Context: an optimization exercise on an open-source flow, tuned for small area and a short achievable clock period. The choices shown serve that exercise and are no tape-out recipe.
At most, simulation tests tie the RTL to the original design; equivalence was not proved.
No activity file was given, so power comes from the tool's default toggle rates.

## run B
==> flow/design.v (excerpt) <==
module DSP(A,B,C,D,CLK,CARRYIN,OPMODE,BCIN,RSTA,RSTB,RSTM,RSTP,RSTC,RSTD,RSTCARRYIN,RSTOPMODE,
          CEA,CEB,CEM,CEP,CEC,CED,CECARRYIN,CEOPMODE,PCIN,BCOUT,PCOUT,P,M,CARRYOUT,CARRYOUTF);
    input CLK,CARRYIN,RSTA,RSTB,RSTM,RSTP,RSTC,RSTD,RSTCARRYIN,RSTOPMODE;
    input CEA,CEB,CEM,CEP,CEC,CED,CECARRYIN,CEOPMODE;
    input [7:0] OPMODE;
    input [17:0] A,B,D,BCIN;
    input [47:0] C,PCIN;
    output CARRYOUT,CARRYOUTF;
    output [17:0] BCOUT;
    output [35:0] M;
    output [47:0] P,PCOUT;
    reg [17:0] D_r, A_r, B_r;
    reg [47:0] C_r, P_r;
    reg [7:0]  OP_r;
    reg        CYI_r, CYO_r;
    reg        A_z, C_z, M_z;    
    reg [34:0] MS_r;    
    reg [26:0] MC_r;    
    wire [17:0] Dx = D_r ^ {18{OP_r[6]}};
    wire pa_gn0_0;
    wire pa_gn0_1;
    wire pa_tn0_1;
    wire pa_p_1;
    wire pa_gn0_2;
    wire pa_tn0_2;
    wire pa_p_2;
    wire pa_gn0_3;
    wire pa_tn0_3;
    wire pa_p_3;
    wire pa_gn0_4;
    wire pa_tn0_4;
    wire pa_p_4;
    wire pa_gn0_5;
    wire pa_tn0_5;
    wire pa_p_5;
    wire pa_gn0_6;
    wire pa_tn0_6;
    wire pa_p_6;
    wire pa_gn0_7;
  ...
Size in the first run: ~2,700 cells after synthesis, roughly 230 flip-flops, roughly 23,000 um2 of cells after synthesis.
==> flow/config.mk <==
export PLATFORM = sky130hd
export DESIGN_NAME = DSP
export DESIGN_NICKNAME = DSP
export VERILOG_FILES = /design/flow/design.v
export SDC_FILE = /design/flow/constraint.sdc
export NUM_CORES = 4
export LEC_CHECK = 0
export CAP_MARGIN = 20
export CORE_MARGIN = 2
export CORE_UTILIZATION = 55
export SETUP_SLACK_MARGIN = 3.8
export SLEW_MARGIN = 20
export SYNTH_HIERARCHICAL = 1
export SYNTH_MINIMUM_KEEP_SIZE = 0
==> flow/constraint.sdc <==
create_clock -name core_clock -period 8.0 [get_ports {CLK}]
set_input_delay 1.6000 -clock core_clock [delete_from_list [all_inputs] [get_ports {CLK}]]
set_output_delay 1.6000 -clock core_clock [all_outputs]
set_load 0.01 [all_outputs]
standard.sh (not shown) runs the stock make flow with config.mk's settings and CLKGATE_MAP_FILE= SYNTH_SCRIPT=/design/flow/synth_recipe.tcl, a recipe that flattens the netlist after the stock synthesis.
==> flow/flow/run.sh <==
#!/bin/bash
# Standard layout with two changes: the port buffers are plain buf_1 cells
# instead of the default delay buffers, and ABC maps for a lighter load, so
# that it picks the smaller cell sizes and leaves sizing to the resizer.
export BUFFER_PORTS_ARGS="-buffer_cell sky130_fd_sc_hd__buf_1"
bash standard.sh ABC_LOAD_IN_FF=1 finish > standard.log 2>&1
--- input diff run B..run K ---
diff --git a/flow/design.v b/flow/design.v
--- a/flow/design.v
+++ b/flow/design.v
@@ -2014,30 +2014,29 @@
     assign ma_s_18 = ma_p_19 ^ ma_g5_18;
     assign ma_s_19 = ma_p_20 ^ ma_g5_19;
     assign ma_s_20 = ma_p_21 ^ ma_g5_20;
     assign ma_s_21 = ma_p_22 ^ ma_g5_21;
     assign ma_s_22 = ma_p_23 ^ ma_g5_22;
     assign ma_s_23 = ma_p_24 ^ ma_g5_23;
     assign ma_s_24 = ma_p_25 ^ ma_g5_24;
     assign ma_s_25 = ma_p_26 ^ ma_g5_25;
     assign ma_s_26 = ma_p_27 ^ ma_g5_26;
     assign ma_s_27 = ma_p_28 ^ ma_g5_27;
     wire [35:0] msum = {ma_s_27, ma_s_26, ma_s_25, ma_s_24, ma_s_23, ma_s_22, ma_s_21, ma_s_20, ma_s_19, ma_s_18, ma_s_17, ma_s_16, ma_s_15, ma_s_14, ma_s_13, ma_s_12, ma_s_11, ma_s_10, ma_s_9, ma_s_8, ma_s_7, ma_s_6, ma_s_5, ma_s_4, ma_s_3, ma_s_2, ma_s_1, ma_s_0, MS_r[7], MS_r[6], MS_r[5], MS_r[4], MS_r[3], MS_r[2], MS_r[1], MS_r[0]};
-    wire [35:0] mraw = ~msum;
-    assign mprod = mraw & {36{~M_z}};
+    assign mprod = ~msum;
     assign M = mprod;
     reg [47:0] X, Z;
     always @(*) begin
         case (OP_r[1:0])
         2'd0: X = 48'd0;
-        2'd1: X = M_z ? 48'd0 : {{12{mraw[35]}}, mraw};
+        2'd1: X = {{12{mprod[35]}}, mprod};
         2'd2: X = P_r;
         default: X = {D_r[11:0], (A_r & {18{~A_z}}), B_r};
         endcase
         case (OP_r[3:2])
         2'd0: Z = 48'd0;
         2'd1: Z = PCIN;
         2'd2: Z = P_r;
         default: Z = (C_r & {48{~C_z}});
         endcase
     end
     wire sub = OP_r[7];
@@ -2853,24 +2852,24 @@
     assign pp_s_47 = ~(pp_p_48 ^ pp_g6_47);
     wire [47:0] psum = {pp_s_47, pp_s_46, pp_s_45, pp_s_44, pp_s_43, pp_s_42, pp_s_41, pp_s_40, pp_s_39, pp_s_38, pp_s_37, pp_s_36, pp_s_35, pp_s_34, pp_s_33, pp_s_32, pp_s_31, pp_s_30, pp_s_29, pp_s_28, pp_s_27, pp_s_26, pp_s_25, pp_s_24, pp_s_23, pp_s_22, pp_s_21, pp_s_20, pp_s_19, pp_s_18, pp_s_17, pp_s_16, pp_s_15, pp_s_14, pp_s_13, pp_s_12, pp_s_11, pp_s_10, pp_s_9, pp_s_8, pp_s_7, pp_s_6, pp_s_5, pp_s_4, pp_s_3, pp_s_2, pp_s_1, pp_s_0};
     wire cout = pp_g7_48;
     always @(posedge CLK) begin
         if (RSTD) D_r <= 18'd0; else if (CED) D_r <= D;
         if (RSTC) C_z <= 1'b1; else if (CEC) C_z <= 1'b0;
         if (CEC) C_r <= C;
         if (RSTOPMODE) OP_r <= 8'd0; else if (CEOPMODE) OP_r <= OPMODE;
         if (RSTA) A_z <= 1'b1; else if (CEA) A_z <= 1'b0;
         if (CEA) A_r <= A;
         if (RSTB) B_r <= 18'd0; else if (CEB) B_r <= B_n;
-        if (RSTM | (CEM & A_z)) M_z <= 1'b1; else if (CEM) M_z <= 1'b0;
-        if (CEM) begin MS_r <= row0; MC_r <= row1; end
+        if (RSTM | (CEM & A_z)) begin MS_r <= {35{1'b1}}; MC_r <= {27{1'b1}}; end
+        else if (CEM) begin MS_r <= row0; MC_r <= row1; end
         if (RSTCARRYIN) begin CYI_r <= 1'b0; CYO_r <= 1'b0; end
         else if (CECARRYIN) begin CYI_r <= OP_r[5]; CYO_r <= cout; end
         if (RSTP) P_r <= 48'd0; else if (CEP) P_r <= psum;
     end
     assign P = P_r;
     assign PCOUT = P_r;
     assign BCOUT = B_r;
     assign CARRYOUT = CYO_r;
     assign CARRYOUTF = CYO_r;
 endmodule
 module dsp_faf(a, b, c, s, co);
Results
- Run K completed; timing, DRC and antenna clean
- Diff run B and run K: share of synthesized area occupied by flip-flops and latches higher in run B
- On clock skew, run K does better than run B.
- Comparing area added between synthesis and finish for run B and run K, the smaller number came from run K.
- Synthesized cell count (run K / run B): 1.08
- Run B -> run K: final instance area increased slightly
- Power of run K falls short of that of run B by more than 10%.
- Summary of run K over run B: area share of and/or/nand/nor cells after synthesis climbed 0.88 points, overall global routing resource usage climbed 1.1 points.
- Run K vs run B — cell count climbed by a few percent
- Across both runs, die footprint was higher for run K than for run B.
For run B, only the layout was checked, not whether the RTL still works.

## separate check: timing with driven ports
The flow's constraints put no driver on any port. The routed layouts listed below were extracted and timed again, unchanged, in two steps. Step 1, drivers: a clkbuf_16 drives CLK and a buf_2 each remaining input, both assumed. Step 2 adds t to the input delays and takes it off the output delays; t is the mean of the earliest and latest rising clock arrival at the registers after step 1. Input paths then give back, and output paths get back, about the clock's delay inside the block. Slacks: ideal ports / drivers / drivers and shift; pairs: ideal ports / drivers.
run | shift t [ns] | slack for setup (ns) | hold slack, ns | clock arrival spread, ns | pins driven straight from the clock port
run B | 0.635 | 3.845 / 3.788 / 3.503 | 0.490 / 0.490 / 0.490 | 0.043 / 0.043 | 1
run K | 0.633 | 3.818 / 3.762 / 3.409 | 0.482 / 0.482 / 0.482 | 0.037 / 0.037 | 1
After both steps setup and hold are still met in every run listed. For run K, which loses most, drivers alone change the setup slack by -0.056 ns; drivers and shift together by -0.409 ns.
